From an optimization exercise on the open Yosys and OpenROAD flow, aimed at small area, a short achievable clock period and few clock cycles per item; shortcuts taken in it are not production practice.
At most, simulation tests tie the RTL to the original design; equivalence was not proved.
For runs 1 to 4, only the layout was checked, not whether the RTL still works.

`flow/run.sh`:
```
#!/bin/bash
# synth_recipe.tcl (not shown) runs the flow's synth.tcl, then flattens the netlist and writes it again
# the make line also repeats each setting of config.mk as NAME=value (left out here)
make -C /OpenROAD-flow-scripts/flow DESIGN_CONFIG=/design/flow/config.mk WORK_HOME=/design/flow/orfs CLKGATE_MAP_FILE= SYNTH_SCRIPT=/design/flow/synth_recipe.tcl finish
```
`flow/config.mk`:
```
export PLATFORM = sky130hd
export DESIGN_NAME = bitcoin_miner
export DESIGN_NICKNAME = bitcoin_miner
export VERILOG_FILES = /design/flow/design.v
export SDC_FILE = /design/flow/constraint.sdc
export NUM_CORES = 8
export LEC_CHECK = 0
export CAP_MARGIN = 20
export CORE_MARGIN = 2
export CORE_UTILIZATION = 40
export SLEW_MARGIN = 20
```
`flow/constraint.sdc`:
```
create_clock -name core_clock -period 8.5 [get_ports {clk}]
set_input_delay 1.7000 -clock core_clock [delete_from_list [all_inputs] [get_ports {clk}]]
set_output_delay 1.7000 -clock core_clock [all_outputs]
set_load 0.01 [all_outputs]
```
`flow/design.v`:
```
module swap_endian #(
  parameter UNIT_WIDTH = 8,
  parameter UNIT_COUNT = 4
  ) (
    input wire [(UNIT_WIDTH*UNIT_COUNT)-1:0] src,
    output reg [(UNIT_WIDTH*UNIT_COUNT)-1:0] dst
  );
 integer i;
  always @* begin
    for (i = 0; i < UNIT_COUNT; i = i + 1) begin
      dst[(i * UNIT_WIDTH) +: UNIT_WIDTH] = src[((UNIT_COUNT - i) * UNIT_WIDTH - 1) -: UNIT_WIDTH];
    end
  end
endmodule
module sha256_k (
  input  wire [5:0]  idx,
  output reg  [31:0] k
  );
  always @* begin
    case (idx)
      6'd0: k = 32'h428a2f98;
      6'd1: k = 32'h71374491;
      6'd2: k = 32'hb5c0fbcf;
      6'd3: k = 32'he9b5dba5;
      6'd4: k = 32'h3956c25b;
      6'd5: k = 32'h59f111f1;
      6'd6: k = 32'h923f82a4;
      6'd7: k = 32'hab1c5ed5;
      6'd8: k = 32'hd807aa98;
      6'd9: k = 32'h12835b01;
      6'd10: k = 32'h243185be;
      6'd11: k = 32'h550c7dc3;
      6'd12: k = 32'h72be5d74;
      6'd13: k = 32'h80deb1fe;
      6'd14: k = 32'h9bdc06a7;
      6'd15: k = 32'hc19bf174;
      6'd16: k = 32'he49b69c1;
      6'd17: k = 32'hefbe4786;
      6'd18: k = 32'h0fc19dc6;
      6'd19: k = 32'h240ca1cc;
      6'd20: k = 32'h2de92c6f;
      6'd21: k = 32'h4a7484aa;
      6'd22: k = 32'h5cb0a9dc;
      6'd23: k = 32'h76f988da;
      6'd24: k = 32'h983e5152;
      6'd25: k = 32'ha831c66d;
      6'd26: k = 32'hb00327c8;
      6'd27: k = 32'hbf597fc7;
      6'd28: k = 32'hc6e00bf3;
      6'd29: k = 32'hd5a79147;
      6'd30: k = 32'h06ca6351;
      6'd31: k = 32'h14292967;
      6'd32: k = 32'h27b70a85;
      6'd33: k = 32'h2e1b2138;
      6'd34: k = 32'h4d2c6dfc;
      6'd35: k = 32'h53380d13;
      6'd36: k = 32'h650a7354;
      6'd37: k = 32'h766a0abb;
      6'd38: k = 32'h81c2c92e;
      6'd39: k = 32'h92722c85;
      6'd40: k = 32'ha2bfe8a1;
      6'd41: k = 32'ha81a664b;
      6'd42: k = 32'hc24b8b70;
      6'd43: k = 32'hc76c51a3;
      6'd44: k = 32'hd192e819;
      6'd45: k = 32'hd6990624;
      6'd46: k = 32'hf40e3585;
      6'd47: k = 32'h106aa070;
      6'd48: k = 32'h19a4c116;
      6'd49: k = 32'h1e376c08;
      6'd50: k = 32'h2748774c;
      6'd51: k = 32'h34b0bcb5;
      6'd52: k = 32'h391c0cb3;
      6'd53: k = 32'h4ed8aa4a;
      6'd54: k = 32'h5b9cca4f;
      6'd55: k = 32'h682e6ff3;
      6'd56: k = 32'h748f82ee;
      6'd57: k = 32'h78a5636f;
      6'd58: k = 32'h84c87814;
      6'd59: k = 32'h8cc70208;
      6'd60: k = 32'h90befffa;
      6'd61: k = 32'ha4506ceb;
      6'd62: k = 32'hbef9a3f7;
      default: k = 32'hc67178f2;
    endcase
  end
endmodule
module csa32 (
  input  wire [31:0] x,
  input  wire [31:0] y,
  input  wire [31:0] z,
  output wire [31:0] s,
  output wire [31:0] c
  );
  wire [31:0] m = (x & y) | (x & z) | (y & z);
  assign s = x ^ y ^ z;
  assign c = {m[30:0], 1'b0};
endmodule
module add32 (
  input  wire [31:0] x,
  input  wire [31:0] y,
  output reg  [31:0] s
  );
  reg [31:0] p, G, P;
  integer i, d;
  always @* begin
    p = x ^ y;
    G = x & y;
    P = p;
    for (d = 1; d < 32; d = d * 2)
      for (i = 2 * d - 1; i < 32; i = i + 2 * d) begin
        G[i] = G[i] | (P[i] & G[i - d]);
        P[i] = P[i] & P[i - d];
      end
    for (d = 8; d >= 1; d = d / 2)
      for (i = 3 * d - 1; i < 32; i = i + 2 * d) begin
        G[i] = G[i] | (P[i] & G[i - d]);
        P[i] = P[i] & P[i - d];
      end
    s[0] = p[0];
    for (i = 1; i < 32; i = i + 1)
      s[i] = p[i] ^ G[i - 1];
  end
endmodule
module bitcoin_miner (
  input wire clk,
  input wire rst,
  input wire start,
  input wire [255:0] first_block_hash,
  input wire [127:0] second_block,
  input wire [255:0] target,
  input wire [31:0]  max_nonce,
  output reg running,
  output reg found,
  output reg [31:0] nonce
  );
  localparam [255:0] IV = {
    32'h6a09e667, 32'hbb67ae85, 32'h3c6ef372, 32'ha54ff53a,
    32'h510e527f, 32'h9b05688c, 32'h1f83d9ab, 32'h5be0cd19};
  localparam [1:0] PH_IDLE = 2'd0;
  localparam [1:0] PH_RF   = 2'd1;
  localparam [1:0] PH_H1   = 2'd2;
  localparam [1:0] PH_H2   = 2'd3;
  reg [1:0] phase;
  reg [6:0] rnd;
  reg [31:0] kreg;
  reg hi_eq, hi_lt, lo_eq, lo_lt, reject;
  reg [3:0] sel_m, sel_v, sel_t;
  reg [31:0] a, b, c, d, e, f, g, h;
  reg [511:0] w;
  function [31:0] bswap;
    input [31:0] x;
    bswap = {x[7:0], x[15:8], x[23:16], x[31:24]};
  endfunction
  function [31:0] word;
    input [255:0] v;
    input integer i;
    word = v[255 - 32 * i -: 32];
  endfunction
  wire [31:0] sig1 = {e[5:0], e[31:6]} ^ {e[10:0], e[31:11]} ^ {e[24:0], e[31:25]};
  wire [31:0] sig0 = {a[1:0], a[31:2]} ^ {a[12:0], a[31:13]} ^ {a[21:0], a[31:22]};
  wire [31:0] ch   = (e & f) ^ (~e & g);
  wire [31:0] maj  = (a & b) | (a & c) | (b & c);
  wire [31:0] w0   = w[32*0 +: 32];
  wire [31:0] s_hkw, c_hkw, s_t, c_t, s_a1, c_a1, s_a2, c_a2, s_e1, c_e1, s_e2, c_e2;
  csa32 u_hkw (.x(h), .y(kreg), .z(w0), .s(s_hkw), .c(c_hkw));
  csa32 u_t   (.x(sig1), .y(sig0), .z(maj), .s(s_t), .c(c_t));
  csa32 u_a1  (.x(s_hkw), .y(c_hkw), .z(ch), .s(s_a1), .c(c_a1));
  csa32 u_a2  (.x(s_t), .y(c_t), .z(s_a1), .s(s_a2), .c(c_a2));
  wire [31:0] s_a3, c_a3;
  csa32 u_a3  (.x(s_a2), .y(c_a2), .z(c_a1), .s(s_a3), .c(c_a3));
  wire [31:0] a_new;
  add32 u_aadd (.x(s_a3), .y(c_a3), .s(a_new));
  csa32 u_e1  (.x(d), .y(sig1), .z(ch), .s(s_e1), .c(c_e1));
  csa32 u_e2  (.x(s_hkw), .y(c_hkw), .z(s_e1), .s(s_e2), .c(c_e2));
  wire [31:0] s_e3, c_e3;
  csa32 u_e3  (.x(s_e2), .y(c_e2), .z(c_e1), .s(s_e3), .c(c_e3));
  wire [31:0] e_new;
  add32 u_eadd (.x(s_e3), .y(c_e3), .s(e_new));
  wire [31:0] w1  = w[32*1  +: 32];
  wire [31:0] w9  = w[32*9  +: 32];
  wire [31:0] w14 = w[32*14 +: 32];
  wire [31:0] ss0 = {w1[6:0], w1[31:7]} ^ {w1[17:0], w1[31:18]} ^ {3'b000, w1[31:3]};
  wire [31:0] ss1 = {w14[16:0], w14[31:17]} ^ {w14[18:0], w14[31:19]} ^ {10'b0, w14[31:10]};
  wire [31:0] s_x1, c_x1, s_x2, c_x2, w_next;
  csa32 u_x1 (.x(w0), .y(w9), .z(ss1), .s(s_x1), .c(c_x1));
  csa32 u_x2 (.x(s_x1), .y(c_x1), .z(ss0), .s(s_x2), .c(c_x2));
  add32 u_xadd (.x(s_x2), .y(c_x2), .s(w_next));
  reg [31:0] op_a, op_e, t_hi, t_lo;
  integer k;
  always @* begin
    op_a = 32'h0; op_e = 32'h0; t_hi = 32'h0; t_lo = 32'h0;
    for (k = 0; k < 4; k = k + 1) begin
      op_a = op_a | ({32{sel_m[k]}} & word(first_block_hash, 3 - k))
                  | ({32{sel_v[k]}} & word(IV, 3 - k));
      op_e = op_e | ({32{sel_m[k]}} & word(first_block_hash, 7 - k))
                  | ({32{sel_v[k]}} & word(IV, 7 - k));
      t_hi = t_hi | ({32{sel_t[k]}} & word(target, k));
      t_lo = t_lo | ({32{sel_t[k]}} & word(target, 4 + k));
    end
  end
  wire [31:0] ff_a, ff_e;
  add32 u_ffa (.x(op_a), .y(a), .s(ff_a));
  add32 u_ffe (.x(op_e), .y(e), .s(ff_e));
  wire [31:0] v_hi = bswap(ff_e);
  wire [31:0] v_lo = bswap(ff_a);
  wire hi_w_lt = v_hi < t_hi;
  wire hi_w_eq = v_hi == t_hi;
  wire lo_w_lt = v_lo < t_lo;
  wire lo_w_eq = v_lo == t_lo;
  wire first_w = sel_t[0];
  wire hi_lt_n = first_w ? hi_w_lt : (hi_lt | (hi_eq & hi_w_lt));
  wire hi_eq_n = first_w ? hi_w_eq : (hi_eq & hi_w_eq);
  wire lo_lt_n = first_w ? lo_w_lt : (lo_lt | (lo_eq & lo_w_lt));
  wire lo_eq_n = first_w ? lo_w_eq : (lo_eq & lo_w_eq);
  always @(posedge clk) begin
    hi_lt <= hi_lt_n; hi_eq <= hi_eq_n;
    lo_lt <= lo_lt_n; lo_eq <= lo_eq_n;
    if (first_w) reject <= ~(hi_w_lt | hi_w_eq);
  end
  wire hit = hi_lt | (hi_eq & (lo_lt | lo_eq));
  wire in_h1 = (phase == PH_H1);
  wire in_h2 = (phase == PH_H2);
  wire in_rf = (phase == PH_RF);
  wire r62 = (rnd == 7'd62);
  wire r64 = (rnd == 7'd64);
  wire r65 = (rnd == 7'd65);
  wire last_nonce = (nonce == max_nonce);
  wire [31:0] nonce_inc = nonce + {31'd0, in_h2};
  wire early_end = in_h2 & r62 & reject;            
  wire full_end  = in_h2 & r65;                     
  wire load_h1   = (early_end & ~last_nonce) | (in_rf & r62);
  wire to_rf     = full_end & ~hit & ~last_nonce;
  wire stop      = (early_end & last_nonce) | (full_end & (hit | last_nonce));
  wire load_iv   = in_h1 & r64;
  wire start_ok  = (phase == PH_IDLE) & start;
  wire [6:0] rnd_inc = rnd + 7'd1;
  reg [6:0] rnd_nxt;
  always @* begin
    if (load_h1 | load_iv) rnd_nxt = 7'd0;
    else if (to_rf | start_ok) rnd_nxt = 7'd48;
    else rnd_nxt = rnd_inc;
  end
  wire [31:0] k_inc;
  sha256_k u_k (.idx(rnd_inc[5:0]), .k(k_inc));
  wire [1:0] phase_nxt_h = load_h1 ? PH_H1 : load_iv ? PH_H2 : phase;
  wire ff_nxt = (rnd_nxt >= 7'd61) & (rnd_nxt <= 7'd64);
  always @(posedge clk) begin
    rnd <= rnd_nxt;
    kreg <= (load_h1 | load_iv) ? 32'h428a2f98 : k_inc;
    for (k = 0; k < 4; k = k + 1) begin
      sel_t[k] <= ff_nxt & (rnd_nxt[1:0] == ((k + 1) & 3));
      sel_m[k] <= ff_nxt & (rnd_nxt[1:0] == ((k + 1) & 3)) & (phase_nxt_h == PH_H1);
      sel_v[k] <= ff_nxt & (rnd_nxt[1:0] == ((k + 1) & 3)) & (phase_nxt_h == PH_H2);
    end
  end
  always @(posedge clk) begin
    if (rst) begin
      phase <= PH_IDLE;
      running <= 1'b0;
      found <= 1'b0;
    end else begin
      if (start_ok) begin
        phase <= PH_RF;
        running <= 1'b1;
        found <= 1'b0;
      end
      if (load_h1) phase <= PH_H1;
      if (load_iv) phase <= PH_H2;
      if (to_rf) phase <= PH_RF;
      if (stop) begin
        phase <= PH_IDLE;
        running <= 1'b0;
        found <= full_end & hit;
      end
    end
  end
  always @(posedge clk) begin
    if (start_ok) nonce <= bswap(second_block[31:0]);
    else if ((early_end & ~last_nonce) | to_rf) nonce <= nonce_inc;
  end
  always @(posedge clk) begin
    if (load_h1) begin
      {a, b, c, d, e, f, g, h} <= first_block_hash;
    end else if (load_iv) begin
      {a, b, c, d, e, f, g, h} <= IV;
    end else begin
      a <= a_new; b <= a; c <= b; d <= c;
      e <= e_new; f <= e; g <= f; h <= g;
    end
  end
  reg [31:0] tail;
  always @* begin
    tail = w_next;
    if (in_h1 & (rnd >= 7'd57)) begin
      tail = (rnd == 7'd57) ? 32'h80000000 : r64 ? 32'h00000100 : 32'h0;
    end else if ((in_h2 | in_rf) & (rnd >= 7'd48)) begin
      case (rnd[5:0])
        6'd48:   tail = second_block[95:64];
        6'd49:   tail = second_block[63:32];
        6'd50:   tail = bswap(nonce_inc);
        6'd51:   tail = 32'h80000000;
        6'd62:   tail = 32'h00000280;
        default: tail = 32'h0;
      endcase
    end
  end
  wire h1_ff = in_h1 & (rnd >= 7'd61);
  reg [511:0] w_nxt;
  always @* begin
    w_nxt = {tail, w[511:32]};
    if (h1_ff) begin
      if (sel_t[0]) begin w_nxt[32*6 +: 32] = ff_a; w_nxt[32*10 +: 32] = ff_e; end
      if (sel_t[1]) begin w_nxt[32*4 +: 32] = ff_a; w_nxt[32*8  +: 32] = ff_e; end
      if (sel_t[2]) begin w_nxt[32*2 +: 32] = ff_a; w_nxt[32*6  +: 32] = ff_e; end
      if (sel_t[3]) begin w_nxt[32*0 +: 32] = ff_a; w_nxt[32*4  +: 32] = ff_e; end
    end
    if (load_h1) w_nxt[32*0 +: 32] = second_block[127:96];
  end
  always @(posedge clk) w <= w_nxt;
endmodule
```
==> results of run 1 <==
## how the worst min path moves through the flow
stage | startpoint | to | cells past startpoint
after floorplan | w[132]$_DFF_P_ | w[100]$_DFF_P_ | 0
after global placement | w[400]$_DFF_P_ | w[368]$_DFF_P_ | 0
after detailed placement | w[144]$_DFF_P_ | w[112]$_DFF_P_ | 0
after CTS | w[495]$_SDFF_PP0_ | w[463]$_DFF_P_ | 0
after global routing | w[495]$_SDFF_PP0_ | w[463]$_DFF_P_ | 0
final | w[495]$_SDFF_PP0_ | w[463]$_DFF_P_ | 0
## final cells by class
| cell class | count | area (µm²) |
|---|---|---|
| Antenna cell | 12 | 30.0 |
| Clock buffer | 120 | 2660 |
| Clock inverter | 50 | 773 |
| Fill cell | 12200 | 63900 |
| Inverter | 666 | 2500 |
| Multi-Input combinational cell | 3959 | 30300 |
| Sequential cell | 860 | 17600 |
| Tap cell | 1662 | 2080 |
| Timing Repair Buffer | 824 | 8020 |
## cell usage in the layout (no fill, tap or decap), drive strengths merged, types with 119 or more instances in the layout
cell           synthesis  routed
nand2                837     837
dfxtp                827     827
clkdlybuf4s50          0     708
inv                  661     664
o21ai                388     388
fa                   382     382
nor2                 340     340
xnor2                311     311
ha                   231     231
a21oi                207     207
nand3                191     191
clkbuf               285     120
a22oi                119     119
## metrics by stage
stage / setup WS (ns) / util (%)
after floorplan: 2.09 / -
after global placement: 0.790 / 47.3
after detailed placement: 0.684 / 47.3
after CTS: 1.40 / 50.0
after global routing: 0.836 / 50.0
final: 1.26 / 50.0
## registers in the layout, summed over array words and instances, names as in the netlist, 32 cells and up
name,cells
a,32
b,32
c,32
d,32
e,32
f,32
g,32
h,32
kreg,32
nonce,32
w,512
## critical path, cell delays in order
cell             delay, ns
clkdlybuf4s50_1       0.44
a22oi_1               0.18
nand3_1               0.12
ha_1                  0.22
fa_1                  0.45
a211oi_1              0.26
o21ai_1               0.20
o211ai_1              0.29
o211ai_1              0.41
o211a_1               0.37
a31o_2                0.27
o41a_1                0.36
a31o_2                0.28
fa_1                  0.40
xor2_1                0.16
xnor2_1               0.44
inv_1                 0.14
ha_1                  0.34
o21ai_0               0.09
a21oi_1               0.15
o21ai_0               0.11
a21o_1                0.19
a32o_1                0.24
## metal layers
layer | up-vias | GRT usage [%] | routed length, µm
met5 | - | 0 | 127
met4 | 18 | 18.9 | 14400
met3 | 495 | 8.33 | 27100
met2 | 2752 | 55.4 | 107000
met1 | 23300 | 50.1 | 102000
li1 | 20700 | - | -
## cell families (layout without fill, tap and decap cells)
kind of cell,count (synthesis),after routing
AOI/OAI and AO/OA,1281,1281
DFF,860,860
and+or+nand+nor,1558,1558
muxes,67,67
buffers and inverters,1044,1660
other,0,12
xor gates and xnor gates,410,410
adders and majority gates,643,643
==> results.sh, run 1 <==
export IMPL_rsz0062_at_grt="false"
export IMPL_finalSetupViolCount=0
export IMPL_cts_resized=0
export IMPL_avgSynthCellArea_um2=8.82
export IMPL_relSlewSlack_pct=19.5
export IMPL_postCtsSetupBuffers=0
export IMPL_avgRoutedWirePerCell_um=30.7
export IMPL_synthFlopType="dfxtp_1"
export IMPL_netlist_area_leader_share_pct=32.0
export IMPL_drt_iter0_drc=6183
export IMPL_drcViolationCount=0
export IMPL_drv_slew=0
export IMPL_critPathLaunchType="input port"
export IMPL_numPortBuffers=708
export IMPL_synth_cell_type_count=79
export IMPL_cp_required_ns=9.09
export IMPL_tightestPinTransition_ns=1.17
export IMPL_crit_fanout=5
export IMPL_r2r_cells=24
export IMPL_final_min_clock_period_ns=7.24
export IMPL_fin_worst_skew_ns=0.0681
export IMPL_clock_insertion_delay_worst_skew_ns=0.73
export IMPL_syn2layout_area_growth_pct=23.7
export IMPL_synth_simple_gate_area_share_pct=12.8
export IMPL_gp_congestion=1.03
export IMPL_final_layout_size_suffix_gt1_share_pct=5.43
export IMPL_place_hpwl_mm=200
export IMPL_rows=131
export IMPL_synth_edf_count=33
export IMPL_synth_top_family_by_area="adder cells"
export IMPL_grt_pass1_wl_mm=344
export IMPL_hold_ws_ns=0.293
export IMPL_synth_top_area_cell="dfxtp_1"
export IMPL_max_clock_freq_mhz=138
export IMPL_antenna_found_initial=41
export IMPL_die_h_um=363
export IMPL_cts_buffers=93
export IMPL_synthMuxAreaShare_pct=1.36
export IMPL_drt_total_wl_mm=251
export IMPL_endpoint_kind="register"
export IMPL_coreArea_mm2=0.128
export IMPL_yosysWarnings=3
export IMPL_fin_crit_sh_pct=85.2
export IMPL_post_route_cell_area_mm2=0.0640
export IMPL_grt_overflow=0
export IMPL_grt_max_degree=178
export IMPL_root_buffer="clkbuf_16"
export IMPL_hold_path_class="register to register"
export IMPL_die_area_mm2=0.132
export IMPL_layout_nets=7692
export IMPL_synth_adder_area_share_pct=21.0
export IMPL_worstReg2RegEnd="a[31]$_DFF_P_"
export IMPL_vias=47300
export IMPL_crit_start="first_block_hash[160]"
export IMPL_worstReg2RegStart="w[2]$_DFF_P_"
export IMPL_clk_path_buf_depth=3
export IMPL_vias_per_cell=5.80
export IMPL_arrival_ns=7.83
export IMPL_synthesis_area_mm2=0.0517
export IMPL_initial_utilization_pct=40.4
export IMPL_yosysMostFrequentCell="nand2_1"
export IMPL_synthTopCellsByCount="836 x nand2_1, 827 x dfxtp_1, 661 x inv_1"
export IMPL_grt_pass1_vias=45400
export IMPL_ys_seq_area_share_pct=33.9
export IMPL_die_x_um=363
export IMPL_io_pins=709
export IMPL_clk_pin_slew_ns=0.07
export IMPL_synth_xor_area_share_pct=6.96
export IMPL_synthCells=5863
export IMPL_finalHoldViolations=0
export IMPL_drtAntennaViolNets=0
export IMPL_fin_cells=8153
export IMPL_drv_cap=0
export IMPL_first_pass_iters=10
export IMPL_synthTopCellsByArea="dfxtp_1 32%, fa_1 15%, nand2_1 6.1%"
export IMPL_dp_cells=7971
export IMPL_cts_sinks=860
export IMPL_cts_tree="done"
export IMPL_setup_tns_ns=0
export IMPL_r2r_slack_ns=1.43
export IMPL_syn_num_nets=7151
export IMPL_critPathCapture="lo_lt$_DFF_P_"
export IMPL_h_tree_depth=3
export IMPL_cts_hold_buf=0
export IMPL_path_class="input port to register"
export IMPL_status="timing/DRC/antenna clean"
export IMPL_async_flop_share_pct=0
export IMPL_ys_seq_elements=860
export IMPL_grt_usage_pct=37.0
export IMPL_synth_compound_area_share_pct=16.3
export IMPL_placed_area_mm2=0.0605
==> run 2, diff against run 1 <==
--- a/flow/config.mk
+++ b/flow/config.mk
@@ -5,6 +5,7 @@
 export SDC_FILE = /design/flow/constraint.sdc
 export NUM_CORES = 8
 export LEC_CHECK = 0
+export ABC_CLOCK_PERIOD_IN_PS = 4000
 export CAP_MARGIN = 20
 export CORE_MARGIN = 2
 export CORE_UTILIZATION = 40
==> run 2 against run 1 <==
  * Wire length unchanged
  * Clock skew unchanged
  * Area after synthesis is the same
  * Via count unchanged
  * Maximum frequency stayed put
  * Register-to-register slack is essentially flat
  * First-iteration DRC count is the same
  * Final area unchanged
  * Utilization did not move
==> results.sh, run 2 <==
export IMPL_path_class="input port to register"
export IMPL_finalSetupViolCount=0
export IMPL_slowest_delay_ns=0.45
export IMPL_final_min_clock_period_ns=7.24
export IMPL_layout_common_cells="833 x nand2_1, 819 x dfxtp_1, 708 x clkdlybuf4s50_1"
export IMPL_fin_crit_sh_pct=85.2
export IMPL_cp_required_ns=9.09
export IMPL_drt_iter0_drc=6183
export IMPL_final_layout_size_suffix_gt1_share_pct=5.43
export IMPL_status="timing/DRC/antenna clean"
export IMPL_cts_hold_buf=0
export IMPL_dp_cells=7971
export IMPL_synthesis_area_mm2=0.0517
export IMPL_arrival_ns=7.83
export IMPL_clk_path_buf_depth=3
export IMPL_crit_chain="clkdlybuf4s50_1 -> a22oi_1 -> nand3_1 -> ha_1 -> fa_1 -> a211oi_1 -> o21ai_1 -> o211ai_1 -> o211ai_1 -> o211a_1 -> a31o_2 -> o41a_1 -> a31o_2 -> fa_1 -> xor2_1 -> xnor2_1 -> inv_1 -> ha_1 -> o21ai_0 -> a21oi_1 -> o21ai_0 -> a21o_1 -> a32o_1"
export IMPL_rows=131
export IMPL_synthTopCellsByCount="836 x nand2_1, 827 x dfxtp_1, 661 x inv_1"
export IMPL_finalHoldViolations=0
export IMPL_syn2layout_area_growth_pct=23.7
export IMPL_drv_slew=0
export IMPL_layout_nets=7692
export IMPL_multiInputGateArea_mm2=0.0303
export IMPL_h_tree_depth=3
export IMPL_r2r_cells=24
export IMPL_avgSynthCellArea_um2=8.82
export IMPL_drv_cap=0
export IMPL_drt_total_wl_mm=251
export IMPL_endpoint_kind="register"
export IMPL_async_flop_share_pct=0
export IMPL_grt_pass1_vias=45400
export IMPL_cts_resized=0
export IMPL_fin_cells=8153
export IMPL_vias_per_cell=5.80
export IMPL_syn_num_nets=7151
export IMPL_drcViolationCount=0
export IMPL_first_pass_iters=10
export IMPL_rsz0062_at_grt="false"
export IMPL_crit_family="compound AO/OA/AOI/OAI gates"
export IMPL_synthFlopType="dfxtp_1"
export IMPL_relSlewSlack_pct=19.5
export IMPL_grt_max_degree=178
export IMPL_critPathLaunchType="input port"
export IMPL_cts_sinks=860
export IMPL_cp_num_cells=23
export IMPL_cp_buffers_inverters=2
export IMPL_vias=47300
export IMPL_final_common_cell="nand2_1"
export IMPL_yosysWarnings=3
export IMPL_avgRoutedWirePerCell_um=30.7
export IMPL_coreArea_mm2=0.128
export IMPL_regMostFlops="w"
export IMPL_place_hpwl_mm=200
export IMPL_netlist_area_leader_share_pct=32.0
export IMPL_cts_buffers=93
export IMPL_n_fill_cell=12200
export IMPL_synthTopCellsByArea="dfxtp_1 32%, fa_1 15%, nand2_1 6.1%"
export IMPL_ys_seq_elements=860
export IMPL_tightestPinTransition_ns=1.17
export IMPL_clock_insertion_delay_worst_skew_ns=0.73
export IMPL_io_pins=709
export IMPL_largest_reg_flops=512
export IMPL_hold_path_class="register to register"
export IMPL_max_clock_freq_mhz=138
export IMPL_grt_pass1_wl_mm=344
export IMPL_crit_fanout=5
export IMPL_crit_slowest_cell="fa_1"
export IMPL_cts_tree="done"
export IMPL_synth_top_area_cell="dfxtp_1"
export IMPL_whs_path_depth=0
export IMPL_root_buffer="clkbuf_16"
export IMPL_synth_cell_type_count=79
export IMPL_clk_pin_slew_ns=0.07
export IMPL_antenna_found_initial=41
export IMPL_postCtsSetupBuffers=0
export IMPL_grt_usage_pct=37.0
export IMPL_initial_utilization_pct=40.4
export IMPL_numPortBuffers=708
export IMPL_setup_tns_ns=0
export IMPL_fin_worst_skew_ns=0.0681
export IMPL_synth_edf_count=33
export IMPL_regArea_mm2=0.0176
export IMPL_gp_congestion=1.03
export IMPL_yosysMostFrequentCell="nand2_1"
export IMPL_drtAntennaViolNets=0
export IMPL_synthCells=5863
export IMPL_die_x_um=363
export IMPL_die_area_mm2=0.132
export IMPL_die_h_um=363
export IMPL_ys_seq_area_share_pct=33.9
export IMPL_grt_overflow=0
==> run 2: cell counts after synthesis <==
Identical to the previous run, type by type.
==> run 2: path summary, 6_finish.rpt <==
| check | startpoint | to | slack (ns) |
|---|---|---|---|
| worst max-delay path | first_block_hash[160] | lo_lt$_DFF_P_ | 1.26 |
| worst min register to register | w[495]$_SDFF_PP0_ | w[463]$_DFF_P_ | 0.29 |
| worst min-delay path | w[495]$_SDFF_PP0_ | w[463]$_DFF_P_ | 0.29 |
| worst max register to register | w[2]$_DFF_P_ | a[31]$_DFF_P_ | 1.43 |
==> run 2: routing by layer <==
layer / track usage [%] / wire length [µm]
met4: 18.9 / 14400
met3: 8.33 / 27100
met2: 55.4 / 107000
met5: 0 / 127
met1: 50.1 / 102000
==> run 2: stage by stage <==
| step | hold WS, ns | util, % | area [µm²] | worst slack (ns) |
|---|---|---|---|---|
| floorplan | 0.310 | - | 51700 | 2.09 |
| global placement | 0.310 | 47.3 | 60500 | 0.790 |
| detailed placement | 0.312 | 47.3 | 60500 | 0.684 |
| CTS | 0.289 | 50.0 | 63900 | 1.40 |
| global route | 0.286 | 50.0 | 64000 | 0.836 |
| finish | 0.293 | 50.0 | 64000 | 1.26 |
==> run 2: area by class of cell <==
class	count	area share [%]
Antenna cell	12	0.0469
Inverter	666	3.91
Sequential cell	860	27.5
Timing Repair Buffer	824	12.5
Clock inverter	50	1.21
Clock buffer	120	4.16
Tap cell	1662	3.25
Multi-Input combinational cell	3959	47.4
==> run 2: logic make-up (layout without fill, tap and decap cells) <==
logic type / count (synthesis) / in the layout / share of synthesized area [%]
xor gates and xnor gates: 410 / 410 / 6.96
muxes: 67 / 67 / 1.36
buffers and inverters: 1044 / 1660 / 7.72
DFF: 860 / 860 / 33.9
adders and majority gates: 643 / 643 / 21.0
other: 0 / 12 / 0
and+or+nand+nor: 1558 / 1558 / 12.8
AOI/OAI and AO/OA: 1281 / 1281 / 16.3
==> run 3, diff against run 2 <==
--- a/flow/config.mk
+++ b/flow/config.mk
@@ -5,8 +5,8 @@
 export SDC_FILE = /design/flow/constraint.sdc
 export NUM_CORES = 8
 export LEC_CHECK = 0
-export ABC_CLOCK_PERIOD_IN_PS = 4000
 export CAP_MARGIN = 20
 export CORE_MARGIN = 2
 export CORE_UTILIZATION = 40
+export SETUP_SLACK_MARGIN = 2.0
 export SLEW_MARGIN = 20
==> run 3 against run 2 <==
  * Synthesized cell count did not move
  * Maximum frequency rose by 13%
  * Sequential share of layout area fell by 0.18 points
  * Sequential cell count did not move
  * Wire length barely moved
  * Global-route usage barely moved
  * First-iteration DRC count rose by 0.11%
  * Final area rose by 0.82%
  * Setup slack improved by 0.82 ns
  * Worst hold slack got worse by 0.0050 ns
  * Highest routed layer unchanged
==> results.sh, run 3 <==
export IMPL_grt_pass1_wl_mm=344
export IMPL_synthesis_area_mm2=0.0517
export IMPL_cp_required_ns=9.08
export IMPL_avgSynthCellArea_um2=8.82
export IMPL_coreArea_mm2=0.128
export IMPL_antenna_found_initial=39
export IMPL_async_flop_share_pct=0
export IMPL_status="timing/DRC/antenna clean"
export IMPL_max_clock_freq_mhz=156
export IMPL_finalHoldViolations=0
export IMPL_clock_insertion_delay_worst_skew_ns=0.72
export IMPL_first_pass_iters=8
export IMPL_fin_worst_skew_ns=0.0666
export IMPL_post_route_cell_area_mm2=0.0645
export IMPL_grt_overflow=0
export IMPL_dp_cells=7971
export IMPL_fin_crit_sh_pct=75.5
export IMPL_synth_top_area_cell="dfxtp_1"
export IMPL_io_pins=709
export IMPL_critPathLaunchType="input port"
export IMPL_hold_start="w[495]$_SDFF_PP0_"
export IMPL_synth_edf_count=33
export IMPL_syn_num_nets=7151
export IMPL_cts_buffers=93
export IMPL_tightestPinTransition_ns=1.24
export IMPL_worstReg2RegStart="a[16]$_DFF_P_"
export IMPL_rows=131
export IMPL_drtAntennaViolNets=0
export IMPL_numPortBuffers=708
export IMPL_worstReg2RegEnd="a[31]$_DFF_P_"
export IMPL_relSlewSlack_pct=17.3
export IMPL_layout_common_cells="833 x nand2_1, 803 x dfxtp_1, 702 x clkdlybuf4s50_1"
export IMPL_netlist_area_leader_share_pct=32.0
export IMPL_place_hpwl_mm=200
export IMPL_worst_hold_path_endpoint="w[463]$_DFF_P_"
export IMPL_drt_iter0_drc=6190
export IMPL_drv_cap=0
export IMPL_clk_path_buf_depth=3
export IMPL_regMostFlops="w"
export IMPL_grt_pass1_vias=45500
export IMPL_yosysMostFrequentCell="nand2_1"
export IMPL_h_tree_depth=3
export IMPL_die_x_um=363
export IMPL_synth_cell_type_count=79
export IMPL_final_min_clock_period_ns=6.42
export IMPL_fin_cells=8169
export IMPL_finalSetupViolCount=0
export IMPL_ys_seq_area_share_pct=33.9
export IMPL_crit_fanout=3
export IMPL_placed_area_mm2=0.0605
export IMPL_hold_path_class="register to register"
export IMPL_die_area_mm2=0.132
export IMPL_drv_slew=0
export IMPL_largest_reg_flops=512
export IMPL_drt_total_wl_mm=251
export IMPL_fin_ws_ns=2.08
export IMPL_final_common_cell="nand2_1"
export IMPL_synthCells=5863
export IMPL_dp_slack_ns=0.684
export IMPL_cts_tree="done"
export IMPL_final_layout_size_suffix_gt1_share_pct=6.67
export IMPL_drcViolationCount=0
export IMPL_endpoint_kind="register"
export IMPL_die_h_um=363
export IMPL_syn2layout_area_growth_pct=24.8
export IMPL_arrival_ns=7.00
export IMPL_grt_max_degree=178
export IMPL_vias=47400
export IMPL_synthTopCellsByCount="836 x nand2_1, 827 x dfxtp_1, 661 x inv_1"
export IMPL_gp_congestion=1.03
export IMPL_r2r_cells=22
export IMPL_synthTopCellsByArea="dfxtp_1 32%, fa_1 15%, nand2_1 6.1%"
export IMPL_grt_usage_pct=37.0
export IMPL_setup_tns_ns=0
export IMPL_rsz0062_at_grt="true"
export IMPL_layout_nets=7707
export IMPL_synthFlopType="dfxtp_1"
export IMPL_root_buffer="clkbuf_16"
export IMPL_path_class="input port to register"
export IMPL_cts_sinks=860
export IMPL_initial_utilization_pct=40.4
export IMPL_r2r_slack_ns=2.12
export IMPL_ys_seq_elements=860
export IMPL_avgRoutedWirePerCell_um=30.7
export IMPL_yosysWarnings=3
export IMPL_vias_per_cell=5.80
export IMPL_clk_pin_slew_ns=0.07
export IMPL_whs_path_depth=0
-- run 3: changes by cell type in the layout (fill, tap and decap cells not counted), moves of 4 or more --
cell	change
a211oi_1	-4
a211oi_2	+4
buf_4	+14
clkdlybuf4s50_1	-6
dfxtp_1	-16
dfxtp_2	+13
dlymetal6s2s_1	+6
fa_1	-5
fa_2	+5
o21ai_0	-7
o21ai_2	+5
xnor2_1	-14
xnor2_2	+10
xnor2_4	+4
-- run 3: critical path: stages --
cell,delay (ns)
clkdlybuf4s50_1,0.42
a222oi_1,0.51
nand2_1,0.19
ha_1,0.41
a21oi_1,0.23
o21ai_0,0.16
a221oi_4,0.40
a311oi_4,0.18
nor4_2,0.29
nor2_1,0.09
nor4_1,0.33
nor3_1,0.16
fa_1,0.45
xnor2_2,0.19
inv_1,0.07
ha_1,0.29
o21ai_0,0.08
a21oi_1,0.17
nor3_2,0.06
o32a_1,0.34
a32o_1,0.24
-- run 3: final cells by class --
cell class	count	area [µm²]
Fill cell	12100	63400
Multi-Input combinational cell	3959	30700
Sequential cell	860	17600
Timing Repair Buffer	839	8140
Clock buffer	120	2660
Inverter	666	2500
Tap cell	1662	2080
Clock inverter	50	773
Antenna cell	13	32.5
-- run 3: through the flow --
| stage | hold WS, ns | utilization [%] |
|---|---|---|
| final | 0.288 | 50.4 |
| after global routing | 0.286 | 50.4 |
| after CTS | 0.289 | 50.1 |
| after detailed placement | 0.312 | 47.3 |
| after global placement | 0.310 | 47.3 |
| after floorplan | 0.310 | - |
-- run 3: metal layers --
metal	share of wire, %	routed length (µm)	track usage, %	up-vias
met5	0.033	84	0	-
met4	5.6	14000	18.1	14
met3	10	26000	8.21	504
met2	43	108000	55.8	2719
met1	41	103000	50.1	23400
li1	-	-	-	20700
-- run 3: kinds of logic (layout without fill, tap and decap cells) --
kind of cell               Yosys count  count (layout)  share of synthesized area (%)
other                                0              13                              0
xor gates and xnor gates           410             410                           6.96
DFF                                860             860                           33.9
buffers and inverters             1044            1675                           7.72
and+or+nand+nor                   1558            1558                           12.8
muxes                               67              67                           1.36
adders and majority gates          643             643                           21.0
AOI/OAI and AO/OA                 1281            1281                           16.3
-- run 3: what timing repair did --
| item | in CTS | in global routing |
|---|---|---|
| buffers inserted | 4 | 10 |
| gates resized for setup | 26 | 67 |
| hold buffers | 0 | 0 |
| pin swaps | 5 | 40 |
| endpoints found under the setup margin | 11 | 11 |
-- run 3: how the worst max path moves through the flow --
| stage | from | to | slack (ns) | cells past startpoint |
|---|---|---|---|---|
| 2_1_floorplan | first_block_hash[160] | lo_lt$_DFF_P_ | 2.09 | 22 |
| 4_1_cts | first_block_hash[160] | lo_lt$_DFF_P_ | 1.96 | 24 |
| 5_1_grt | first_block_hash[0] | hi_lt$_DFF_P_ | 1.88 | 22 |
| 6_report | first_block_hash[41] | hi_lt$_DFF_P_ | 2.08 | 21 |
| 3_3_place_gp | first_block_hash[128] | lo_lt$_DFF_P_ | 0.79 | 23 |
| 3_5_place_dp | first_block_hash[128] | lo_lt$_DFF_P_ | 0.68 | 23 |
==> run 4, diff against run 3 <==
--- a/flow/config.mk
+++ b/flow/config.mk
@@ -5,6 +5,7 @@
 export SDC_FILE = /design/flow/constraint.sdc
 export NUM_CORES = 8
 export LEC_CHECK = 0
+export ABC_AREA = 1
 export CAP_MARGIN = 20
 export CORE_MARGIN = 2
 export CORE_UTILIZATION = 40
==> run 4 against run 3 <==
  * Still clean
  * Critical path depth increased by 7
  * Final area fell by 1.5%
  * Worst hold slack better by 0.011 ns
  * Count of clock-buffer cells in the layout rose by 14
  * Non-clock buffer count shrank 22
  * Global-route usage shrank 0.25 points
  * Sequential cell count did not move
  * Largest cell class unchanged
==> results.sh, run 4 <==
export IMPL_synthCells=6093
export IMPL_netlist_area_leader_share_pct=32.3
export IMPL_grt_pass1_wl_mm=341
export IMPL_crit_slowest_cell="fa_1"
export IMPL_drt_iter0_drc=5313
export IMPL_status="timing/DRC/antenna clean"
export IMPL_drv_slew=0
export IMPL_synthFlopType="dfxtp_1"
export IMPL_drt_total_wl_mm=247
export IMPL_drv_cap=0
export IMPL_grt_usage_pct=36.8
export IMPL_drcViolationCount=0
export IMPL_n_fill_cell=12300
export IMPL_rsz0062_at_grt="false"
export IMPL_grtUsageMet2_pct=56.3
export IMPL_vias_per_cell=5.56
export IMPL_place_hpwl_mm=199
export IMPL_arrival_ns=6.75
export IMPL_max_clock_freq_mhz=160
export IMPL_avgSynthCellArea_um2=8.41
export IMPL_avgRoutedWirePerCell_um=29.2
export IMPL_syn_num_nets=7381
export IMPL_synth_cell_type_count=65
export IMPL_grt_max_degree=132
export IMPL_regArea_mm2=0.0176
export IMPL_regMostFlops="w"
export IMPL_antenna_found_initial=23
export IMPL_drtAntennaViolNets=0
export IMPL_async_flop_share_pct=0
export IMPL_postCtsSetupBuffers=0
export IMPL_fin_crit_sh_pct=73.4
export IMPL_synth_top_area_cell="dfxtp_1"
export IMPL_final_min_clock_period_ns=6.24
export IMPL_first_pass_iters=6
export IMPL_ys_seq_elements=860
export IMPL_die_area_mm2=0.131
export IMPL_ys_seq_area_share_pct=34.2
export IMPL_h_tree_depth=3
export IMPL_tightestPinTransition_ns=1.29
export IMPL_synthesis_area_mm2=0.0513
export IMPL_numPortBuffers=708
export IMPL_grt_pass1_vias=45800
export IMPL_cp_required_ns=9.01
export IMPL_setup_tns_ns=0
export IMPL_finalSetupViolCount=0
export IMPL_synth_edf_count=33
export IMPL_layout_nets=8000
export IMPL_grt_util_met3_pct=7.24
export IMPL_multiInputGateArea_mm2=0.0286
export IMPL_die_x_um=362
export IMPL_rows=131
export IMPL_endpoint_kind="register"
export IMPL_clk_pin_slew_ns=0.07
export IMPL_grt_overflow=0
export IMPL_cpMostUsedCell="nand2_1"
export IMPL_coreArea_mm2=0.127
export IMPL_finalHoldViolations=0
export IMPL_io_pins=709
export IMPL_gp_congestion=1.07
export IMPL_final_layout_size_suffix_gt1_share_pct=5.63
export IMPL_clock_insertion_delay_worst_skew_ns=0.72
export IMPL_relSlewSlack_pct=14.2
export IMPL_hold_path_class="register to register"
export IMPL_cts_tree="done"
export IMPL_yosysWarnings=3
export IMPL_initial_utilization_pct=40.2
export IMPL_die_h_um=362
export IMPL_crit_fanout=3
export IMPL_cts_sinks=860
export IMPL_path_class="register to register"
export IMPL_yosysMostFrequentCell="inv_1"
export IMPL_synthTopCellsByArea="dfxtp_1 32%, fa_1 15%, inv_1 7.6%"
export IMPL_busiest_layer="met2"
export IMPL_syn2layout_area_growth_pct=23.9
export IMPL_hold_ws_ns=0.299
export IMPL_fin_worst_skew_ns=0.0576
export IMPL_final_common_cell="inv_1"
export IMPL_critPathLaunchType="register"
export IMPL_slowest_delay_ns=0.54
export IMPL_root_buffer="clkbuf_16"
export IMPL_cts_buffers=95
export IMPL_largest_reg_flops=512
export IMPL_clk_path_buf_depth=3
export IMPL_met1_usage_pct=48.2
export IMPL_layout_common_cells="1035 x inv_1, 961 x nand2_1, 816 x dfxtp_1"
export IMPL_synthTopCellsByCount="1036 x inv_1, 963 x nand2_1, 827 x dfxtp_1"
export IMPL_vias=47000
export IMPL_cts_hold_buf=0
-- run 4: cell types whose count changed in the layout (fill, tap and decap cells not counted), moves of 51 or more --
cell,previous run,this run
nor2_1,337,273
a21o_1,73,6
a22oi_1,119,23
inv_1,659,1035
nand2_1,833,961
xor2_1,97,179
a21oi_1,204,422
xnor2_1,287,158
o22a_1,2,53
-- run 4: layout make-up --
cell class	instances	area share [%]
diodes	12	0.0473
clock buffers	134	4.31
multi-input cells	3882	45.0
well taps	1662	3.28
flip-flops and latches	860	27.7
repair buffers	817	12.5
inverters	1056	6.26
clock inverters	39	0.924
-- run 4: logic make-up after synthesis --
kind of cell / Yosys count / share of synthesized area [%]
AO/OA/AOI/OAI: 1316 / 15.7
XOR/XNOR: 341 / 5.86
adder cells (fa/ha/maj): 639 / 21.1
buffers and inverters: 1351 / 10.3
flip-flops: 860 / 34.2
AND/OR/NAND/NOR: 1586 / 12.9
-- run 4: repair_timing --
| item | in CTS | in global routing |
|---|---|---|
| setup endpoints to repair | 1 | 9 |
| resized for setup | 1 | 23 |
| pin swaps | 0 | 1 |
-- run 4: worst paths after layout --
kind | to | from | cells past startpoint | slack [ns]
setup / recovery | a[31]$_DFF_P_ | w[2]$_DFF_P_ | 28 | 2.26
hold / removal | w[250]$_DFF_P_ | w[282]$_DFF_P_ | 0 | 0.30
setup reg to reg | a[31]$_DFF_P_ | w[2]$_DFF_P_ | 28 | 2.26
hold reg to reg | w[250]$_DFF_P_ | w[282]$_DFF_P_ | 0 | 0.30
-- run 4: metal layers --
| metal | up-vias | part of all wire [%] |
|---|---|---|
| li1 | 20900 | - |
| met1 | 23000 | 40 |
| met2 | 2625 | 43 |
| met3 | 517 | 9.6 |
| met4 | 8 | 6.8 |
| met5 | - | 0.018 |
-- run 4: critical path, delay by kind of cell, from the launching register on --
family                   cells  cell delay, ns
adder cells (fa/ha/maj)      7            3.12
buffers and inverters        5            0.49
flip-flops                   1            0.30
XOR/XNOR                     2            0.56
AO/OA/AOI/OAI                4            0.70
AND/OR/NAND/NOR             10            0.87
-- run 4: metrics by stage --
stage / cells / worst slack, ns / util (%) / instance area (µm²)
global route: 8458 / 1.97 / 49.8 / 63500
floorplan: 6093 / 2.79 / - / 51300
finish: 8462 / 2.26 / 49.9 / 63500
detailed placement: 8272 / 1.21 / 47.1 / 60000
global placement: 8269 / 1.29 / 47.1 / 60000
CTS: 8445 / 2.04 / 49.7 / 63400
==> run 5, diff against run 4 <==
--- a/flow/design.v
+++ b/flow/design.v
@@ -170,13 +170,13 @@
   wire [31:0] s_a3, c_a3;
   csa32 u_a3  (.x(s_a2), .y(c_a2), .z(c_a1), .s(s_a3), .c(c_a3));
   wire [31:0] a_new;
-  add32 u_aadd (.x(s_a3), .y(c_a3), .s(a_new));
+  assign a_new = s_a3 + c_a3;
   csa32 u_e1  (.x(d), .y(sig1), .z(ch), .s(s_e1), .c(c_e1));
   csa32 u_e2  (.x(s_hkw), .y(c_hkw), .z(s_e1), .s(s_e2), .c(c_e2));
   wire [31:0] s_e3, c_e3;
   csa32 u_e3  (.x(s_e2), .y(c_e2), .z(c_e1), .s(s_e3), .c(c_e3));
   wire [31:0] e_new;
-  add32 u_eadd (.x(s_e3), .y(c_e3), .s(e_new));
+  assign e_new = s_e3 + c_e3;
   wire [31:0] w1  = w[32*1  +: 32];
   wire [31:0] w9  = w[32*9  +: 32];
   wire [31:0] w14 = w[32*14 +: 32];
@@ -185,7 +185,7 @@
   wire [31:0] s_x1, c_x1, s_x2, c_x2, w_next;
   csa32 u_x1 (.x(w0), .y(w9), .z(ss1), .s(s_x1), .c(c_x1));
   csa32 u_x2 (.x(s_x1), .y(c_x1), .z(ss0), .s(s_x2), .c(c_x2));
-  add32 u_xadd (.x(s_x2), .y(c_x2), .s(w_next));
+  assign w_next = s_x2 + c_x2;
   reg [31:0] op_a, op_e, t_hi, t_lo;
   integer k;
   always @* begin
@@ -200,8 +200,8 @@
     end
   end
   wire [31:0] ff_a, ff_e;
-  add32 u_ffa (.x(op_a), .y(a), .s(ff_a));
-  add32 u_ffe (.x(op_e), .y(e), .s(ff_e));
+  assign ff_a = op_a + a;
+  assign ff_e = op_e + e;
   wire [31:0] v_hi = bswap(ff_e);
   wire [31:0] v_lo = bswap(ff_a);
   wire hi_w_lt = v_hi < t_hi;
--- a/flow/config.mk
+++ b/flow/config.mk
@@ -9,5 +9,5 @@
 export CAP_MARGIN = 20
 export CORE_MARGIN = 2
 export CORE_UTILIZATION = 40
-export SETUP_SLACK_MARGIN = 2.0
+export SETUP_SLACK_MARGIN = 3.0
 export SLEW_MARGIN = 20
==> run 5 against run 4 <==
  * Still clean
  * Register-to-register slack gained 0.70 ns
  * Count of clock-buffer cells in the layout shrank 13
  * Sequential share of layout area shrank 1.1 points
  * Via count grew 9.9%
==> results.sh, run 5 <==
export IMPL_initial_utilization_pct=40.2
export IMPL_async_flop_share_pct=0
export IMPL_path_class="input port to register"
export IMPL_clock_insertion_delay_worst_skew_ns=0.76
export IMPL_cts_tree="done"
export IMPL_worstReg2RegStart="e[3]$_DFF_P_"
export IMPL_drt_total_wl_mm=272
export IMPL_drv_cap=0
export IMPL_drv_slew=0
export IMPL_dp_slack_ns=1.66
export IMPL_coreArea_mm2=0.133
export IMPL_layout_nets=8557
export IMPL_grt_usage_pct=38.7
export IMPL_numPortBuffers=708
export IMPL_cts_sinks=860
export IMPL_h_tree_depth=3
export IMPL_n_fill_cell=13000
export IMPL_fin_crit_sh_pct=65.7
export IMPL_finalSetupViolCount=0
export IMPL_synthTopCellsByCount="1269 x nand2_1, 1032 x inv_1, 827 x dfxtp_1"
export IMPL_arrival_ns=6.06
export IMPL_r2r_cells=20
export IMPL_clk_path_buf_depth=3
export IMPL_synth_edf_count=33
export IMPL_fin_worst_skew_ns=0.0811
export IMPL_antenna_found_initial=18
export IMPL_largest_reg_flops=512
export IMPL_avgSynthCellArea_um2=7.94
export IMPL_synthFlopType="dfxtp_1"
export IMPL_critPathLaunchType="input port"
export IMPL_synthCells=6732
export IMPL_fin_util_pct=49.6
export IMPL_setup_tns_ns=0
export IMPL_endpoint_kind="register"
export IMPL_final_common_cell="nand2_1"
export IMPL_synth_cell_type_count=70
export IMPL_rsz0062_at_grt="true"
export IMPL_relSlewSlack_pct=14.1
export IMPL_synthTopCellsByArea="dfxtp_1 31%, fa_1 12%, nand2_1 8.9%"
export IMPL_final_layout_size_suffix_gt1_share_pct=5.23
export IMPL_ys_seq_elements=860
export IMPL_layout_common_cells="1265 x nand2_1, 1031 x inv_1, 814 x dfxtp_1"
export IMPL_max_clock_freq_mhz=179
export IMPL_die_h_um=370
export IMPL_placed_area_mm2=0.0622
export IMPL_grt_pass1_wl_mm=375
export IMPL_synth_top_area_cell="dfxtp_1"
export IMPL_cts_buffers=90
export IMPL_netlist_area_leader_share_pct=31.0
export IMPL_final_min_clock_period_ns=5.59
export IMPL_syn_num_nets=7959
export IMPL_crit_start="first_block_hash[16]"
export IMPL_gp_congestion=1.05
export IMPL_vias_per_cell=5.63
export IMPL_ys_seq_area_share_pct=32.8
export IMPL_yosysWarnings=2
export IMPL_syn2layout_area_growth_pct=23.4
export IMPL_die_x_um=370
export IMPL_r2r_slack_ns=2.96
export IMPL_die_area_mm2=0.137
export IMPL_tightestPinTransition_ns=1.28
export IMPL_status="timing/DRC/antenna clean"
export IMPL_cts_hold_buf=0
export IMPL_grt_overflow=0
export IMPL_avgRoutedWirePerCell_um=29.6
export IMPL_yosysMostFrequentCell="nand2_1"
export IMPL_whs_path_depth=0
export IMPL_grt_pass1_vias=49700
export IMPL_fin_ws_ns=2.91
export IMPL_post_route_cell_area_mm2=0.0660
export IMPL_synthesis_area_mm2=0.0535
export IMPL_hold_path_class="register to register"
export IMPL_drcViolationCount=0
export IMPL_clk_pin_slew_ns=0.06
export IMPL_crit_fanout=5
export IMPL_grt_max_degree=140
export IMPL_worst_hold_path_endpoint="w[378]$_DFF_P_"
export IMPL_cp_required_ns=8.98
export IMPL_drt_iter0_drc=6506
export IMPL_regMostFlops="w"
export IMPL_worstReg2RegEnd="a[31]$_DFF_P_"
export IMPL_finalHoldViolations=0
export IMPL_rows=134
export IMPL_io_pins=709
export IMPL_hold_start="w[410]$_DFF_P_"
export IMPL_first_pass_iters=8
export IMPL_root_buffer="clkbuf_16"
export IMPL_place_hpwl_mm=221
export IMPL_vias=51700
export IMPL_drtAntennaViolNets=0
-- run 5: changes by cell type after synthesis, sizes merged, moves of 17 or more --
cell / previous run / this run
a21o: 6 / 40
a31oi: 13 / 34
fa: 382 / 310
nand2: 977 / 1282
nand3: 153 / 277
nand4: 37 / 64
nor2: 287 / 406
nor3: 79 / 52
o221ai: 21 / 38
xor2: 182 / 209
-- run 5: critical path, cell delays in order --
cell	delay, ns
clkdlybuf4s50_1	0.46
a221oi_4	0.41
nand4_1	0.51
ha_4	0.51
nand2_1	0.12
nor4_2	0.45
nand3_1	0.16
nand3_2	0.17
a21oi_1	0.10
xor2_1	0.44
ha_1	0.33
nand2_1	0.10
o21ai_0	0.10
o21ai_0	0.18
o2111ai_1	0.12
nand2_1	0.10
a21boi_0	0.10
-- run 5: area by class of cell --
type | count | area (µm²) | area share [%]
inverter | 1048 | 3940 | 5.97
sequential | 860 | 17600 | 26.6
clock inverter | 44 | 721 | 1.09
clock buffer | 121 | 2570 | 3.89
tap | 1768 | 2210 | 3.35
multi-input combinational | 4543 | 31200 | 47.3
timing repair buffer | 787 | 7750 | 11.7
antenna | 9 | 22.5 | 0.0341
-- run 5: logic make-up (layout without fill, tap and decap cells) --
kind of cell	Yosys count	in the layout	share of synthesized area (%)
fa+ha+maj	579	579	17.8
mux	13	13	0.243
xor+xnor	367	367	6.03
buf+inv	1329	2000	9.61
simple gates	2150	2150	16.9
compound gates	1434	1434	16.6
flops	860	860	32.8
other cells	0	9	0
-- run 5: repair_timing --
item                                    4_1_cts  5_1_grt
resized for setup                            23       60
pin swaps                                     1       10
setup buffers                                 5        3
endpoints found under the setup margin       16       17
-- run 5: per-layer routing --
metal	track usage, %	wire [µm]	vias up
met4	19.8	16200	18
met5	0	120	-
met2	59.0	116000	2944
li1	-	-	23200
met3	8.18	26600	541
met1	51.8	113000	25000
-- run 5: metrics by stage --
stage	cells	hold WS (ns)
detailed placement	8997	0.312
CTS	9167	0.307
floorplan	6732	0.310
global placement	8997	0.310
finish	9180	0.307
global route	9172	0.316
-- run 5: worst max path at each step --
stage,end
floorplan,reject$_DFFE_PP_
global placement,reject$_DFFE_PP_
detailed placement,reject$_DFFE_PP_
CTS,reject$_DFFE_PP_
global route,reject$_DFFE_PP_
finish,reject$_DFFE_PP_
Testbench counts of run 5, summed over its fixed seeds: cycles 242,107, nonces 1,887.
==> run 6, diff against run 5 <==
--- a/flow/config.mk
+++ b/flow/config.mk
@@ -11,3 +11,4 @@
 export CORE_UTILIZATION = 40
 export SETUP_SLACK_MARGIN = 3.0
 export SLEW_MARGIN = 20
+export SYNTH_HIERARCHICAL = 1
==> run 6 against run 5 <==
  * Worst hold slack got worse by 0.010 ns
  * Highest routed layer unchanged
  * First-iteration DRC count decreased by 0.68%
  * Still clean on timing, DRC and antenna
  * Critical path type is now register to register
  * Final cell count decreased by 1.2%
  * Critical endpoint is now a[31]$_DFF_P_
  * Non-clock buffer count increased by 10
==> results.sh, run 6 <==
export IMPL_post_route_cell_area_mm2=0.0654
export IMPL_io_pins=709
export IMPL_endpoint_kind="register"
export IMPL_die_x_um=367
export IMPL_synth_top_family_by_area="simple AND/OR/NAND/NOR gates"
export IMPL_yosysMostFrequentCell="nand2_1"
export IMPL_cp_required_ns=9.14
export IMPL_synthesis_area_mm2=0.0527
export IMPL_clk_pin_slew_ns=0.06
export IMPL_final_common_cell="nand2_1"
export IMPL_layout_common_cells="1508 x nand2_1, 811 x dfxtp_1, 707 x clkdlybuf4s50_1"
export IMPL_placed_area_mm2=0.0616
export IMPL_synth_compound_area_share_pct=15.3
export IMPL_finalHoldViolations=0
export IMPL_die_area_mm2=0.135
export IMPL_clock_insertion_delay_worst_skew_ns=0.74
export IMPL_worst_hold_path_endpoint="w[48]$_DFF_P_"
export IMPL_h_tree_depth=3
export IMPL_grt_usage_pct=39.9
export IMPL_r2r_cells=14
export IMPL_status="timing/DRC/antenna clean"
export IMPL_grt_pass1_wl_mm=383
export IMPL_regMostFlops="w"
export IMPL_synthMuxAreaShare_pct=0.152
export IMPL_path_class="register to register"
export IMPL_largest_reg_flops=512
export IMPL_avgRoutedWirePerCell_um=30.5
export IMPL_layout_nets=8465
export IMPL_first_pass_iters=6
export IMPL_final_min_clock_period_ns=5.44
export IMPL_syn2layout_area_growth_pct=24.0
export IMPL_fin_crit_sh_pct=64.0
export IMPL_clk_path_buf_depth=3
export IMPL_rows=133
export IMPL_cts_hold_buf=0
export IMPL_die_h_um=367
export IMPL_root_buffer="clkbuf_16"
export IMPL_synth_simple_gate_area_share_pct=20.0
export IMPL_synthCells=6585
export IMPL_synth_xor_area_share_pct=6.14
export IMPL_crit_fanout=6
export IMPL_drtAntennaViolNets=0
export IMPL_synth_cell_type_count=66
export IMPL_hold_path_class="register to register"
export IMPL_grt_pass1_vias=50600
export IMPL_dp_cells=8874
export IMPL_max_clock_freq_mhz=184
export IMPL_vias_per_cell=5.73
export IMPL_numPortBuffers=708
export IMPL_synthTopCellsByArea="dfxtp_1 31%, fa_1 12%, nand2_1 11%"
export IMPL_synth_top_area_cell="dfxtp_1"
export IMPL_relSlewSlack_pct=18.4
export IMPL_drt_total_wl_mm=276
export IMPL_vias=51900
export IMPL_place_hpwl_mm=225
export IMPL_worstReg2RegEnd="a[31]$_DFF_P_"
export IMPL_synthFlopType="dfxtp_1"
export IMPL_setup_tns_ns=0
export IMPL_drv_slew=0
export IMPL_hold_start="w[80]$_DFF_P_"
export IMPL_arrival_ns=6.08
export IMPL_cts_sinks=860
export IMPL_yosysWarnings=8
export IMPL_initial_utilization_pct=40.2
export IMPL_tightestPinTransition_ns=1.22
export IMPL_whs_path_depth=0
export IMPL_synth_edf_count=33
export IMPL_ys_seq_area_share_pct=33.3
export IMPL_grt_overflow=0
export IMPL_netlist_area_leader_share_pct=31.4
export IMPL_drv_cap=0
export IMPL_antenna_found_initial=20
export IMPL_fin_cells=9069
export IMPL_r2r_slack_ns=3.06
export IMPL_grt_max_degree=98
export IMPL_finalSetupViolCount=0
export IMPL_cts_buffers=93
export IMPL_drcViolationCount=0
export IMPL_fin_worst_skew_ns=0.0612
export IMPL_final_layout_size_suffix_gt1_share_pct=5.76
export IMPL_cts_tree="done"
export IMPL_synthTopCellsByCount="1510 x nand2_1, 827 x dfxtp_1, 609 x inv_1"
export IMPL_worstReg2RegStart="e[2]$_DFF_P_"
export IMPL_ys_seq_elements=860
export IMPL_rsz0062_at_grt="true"
export IMPL_critPathLaunchType="register"
export IMPL_async_flop_share_pct=0
export IMPL_synth_adder_area_share_pct=18.4
export IMPL_coreArea_mm2=0.131
export IMPL_gp_congestion=1.05
export IMPL_avgSynthCellArea_um2=8.01
export IMPL_drt_iter0_drc=6462
export IMPL_syn_num_nets=7822
==> run 6: cell type report <==
cell class | count | area, µm²
Fill cell | 12900 | 65700
Multi-Input combinational cell | 4849 | 32200
Sequential cell | 860 | 17600
Timing Repair Buffer | 797 | 7790
Clock buffer | 125 | 2630
Inverter | 627 | 2360
Tap cell | 1755 | 2200
Clock inverter | 47 | 671
Antenna cell | 9 | 22.5
==> run 6: how the worst max path moves through the flow <==
stage                                     start          endpoint  slack, ns  cells past startpoint
final                              e[2]$_DFF_P_     a[31]$_DFF_P_       3.06                     14
after global routing       first_block_hash[45]  reject$_DFFE_PP_       2.97                     22
after CTS                          e[2]$_DFF_P_     a[31]$_DFF_P_       3.00                     14
after detailed placement   first_block_hash[96]  reject$_DFFE_PP_       1.99                     23
after global placement     first_block_hash[96]  reject$_DFFE_PP_       2.04                     23
after floorplan           first_block_hash[110]  reject$_DFFE_PP_       3.74                     20
==> run 6: layer usage <==
layer,global-route usage [%],wire [µm]
met4,22.2,18400
met1,51.8,111000
met5,0,129
met2,60.1,117000
met3,10.5,29000
==> run 6: timing repair <==
action,4_1_cts,5_1_grt
pin swaps,0,12
setup buffers,0,13
endpoints found under the setup margin,13,13
resized for setup,26,62
hold endpoints to repair,0,0
==> run 6: cell families after synthesis <==
logic type	count (synthesis)
buffers and inverters	876
XOR/XNOR	370
multiplexers	8
flip-flops	860
AO/OA/AOI/OAI	1331
AND/OR/NAND/NOR	2537
other	10
adder cells (fa/ha/maj)	593
==> run 6: per-module statistics from Yosys, one instance, submodules excluded <==
module,flops+latches,times used
csa32,0,10
bitcoin_miner,860,1
sha256_k,0,1
==> run 6: per-stage QoR <==
stage,setup slack [ns],utilization [%],hold slack [ns]
after floorplan,3.74,-,0.310
after global placement,2.04,46.9,0.310
after detailed placement,1.99,46.9,0.312
after CTS,3.00,49.5,0.293
after global routing,2.97,49.9,0.315
final,3.06,49.9,0.297
==> run 6: critical path, cell delays in order, from the launching register on <==
cell and delay [ns]:
dfxtp_1 0.70, inv_1 0.35, xor2_2 0.38, fa_1 0.49, fa_1 0.41, fa_1 0.51, ha_1 0.40, a21oi_1 0.44
o21ai_0 0.36, a21boi_1 0.35, nand2_1 0.22, nand3_1 0.12, nand2_1 0.25, xor2_1 0.23, o21ai_0 0.14

-- static timing again, ports no longer ideal --
No port has a modelled driver above. Below, the same layouts with a new extraction and two added sets of constraints. Step 1 assumes that a clkbuf_16 drives the clock port and a buf_2 every other input. Step 2 times the ports against the registers' clock, not the clock port: input delays grow and output delays shrink by t, the midpoint of the rising clock arrivals with the driver on. a / b / c = ideal / step 1 / step 2; a / b = the first two.
| run | shift t [ns] | setup slack, ns | hold WS [ns] | latest minus earliest clock arrival (ns) | worst slew at a driven data input, ns |
|---|---|---|---|---|---|
| run 1 | 0.772 | 1.261 / 1.307 / 0.535 | 0.293 / 0.293 / 0.293 | 0.069 / 0.069 | 0.32 |
| run 2 | 0.772 | 1.261 / 1.307 / 0.535 | 0.293 / 0.293 / 0.293 | 0.069 / 0.069 | 0.32 |
| run 3 | 0.766 | 2.079 / 2.123 / 1.358 | 0.288 / 0.288 / 0.288 | 0.067 / 0.067 | 0.30 |
| run 4 | 0.757 | 2.262 / 2.262 / 1.625 | 0.299 / 0.299 / 0.299 | 0.058 / 0.058 | 0.16 |
| run 5 | 0.805 | 2.914 / 2.959 / 2.165 | 0.307 / 0.307 / 0.307 | 0.082 / 0.082 | 0.14 |
| run 6 | 0.795 | 3.061 / 3.061 / 2.355 | 0.297 / 0.297 / 0.297 | 0.062 / 0.062 | 0.15 |
After both steps setup and hold are still met in every run listed. The setup slack of run 5, which loses most, moves by +0.045 ns with the drivers and by -0.749 ns with both steps.
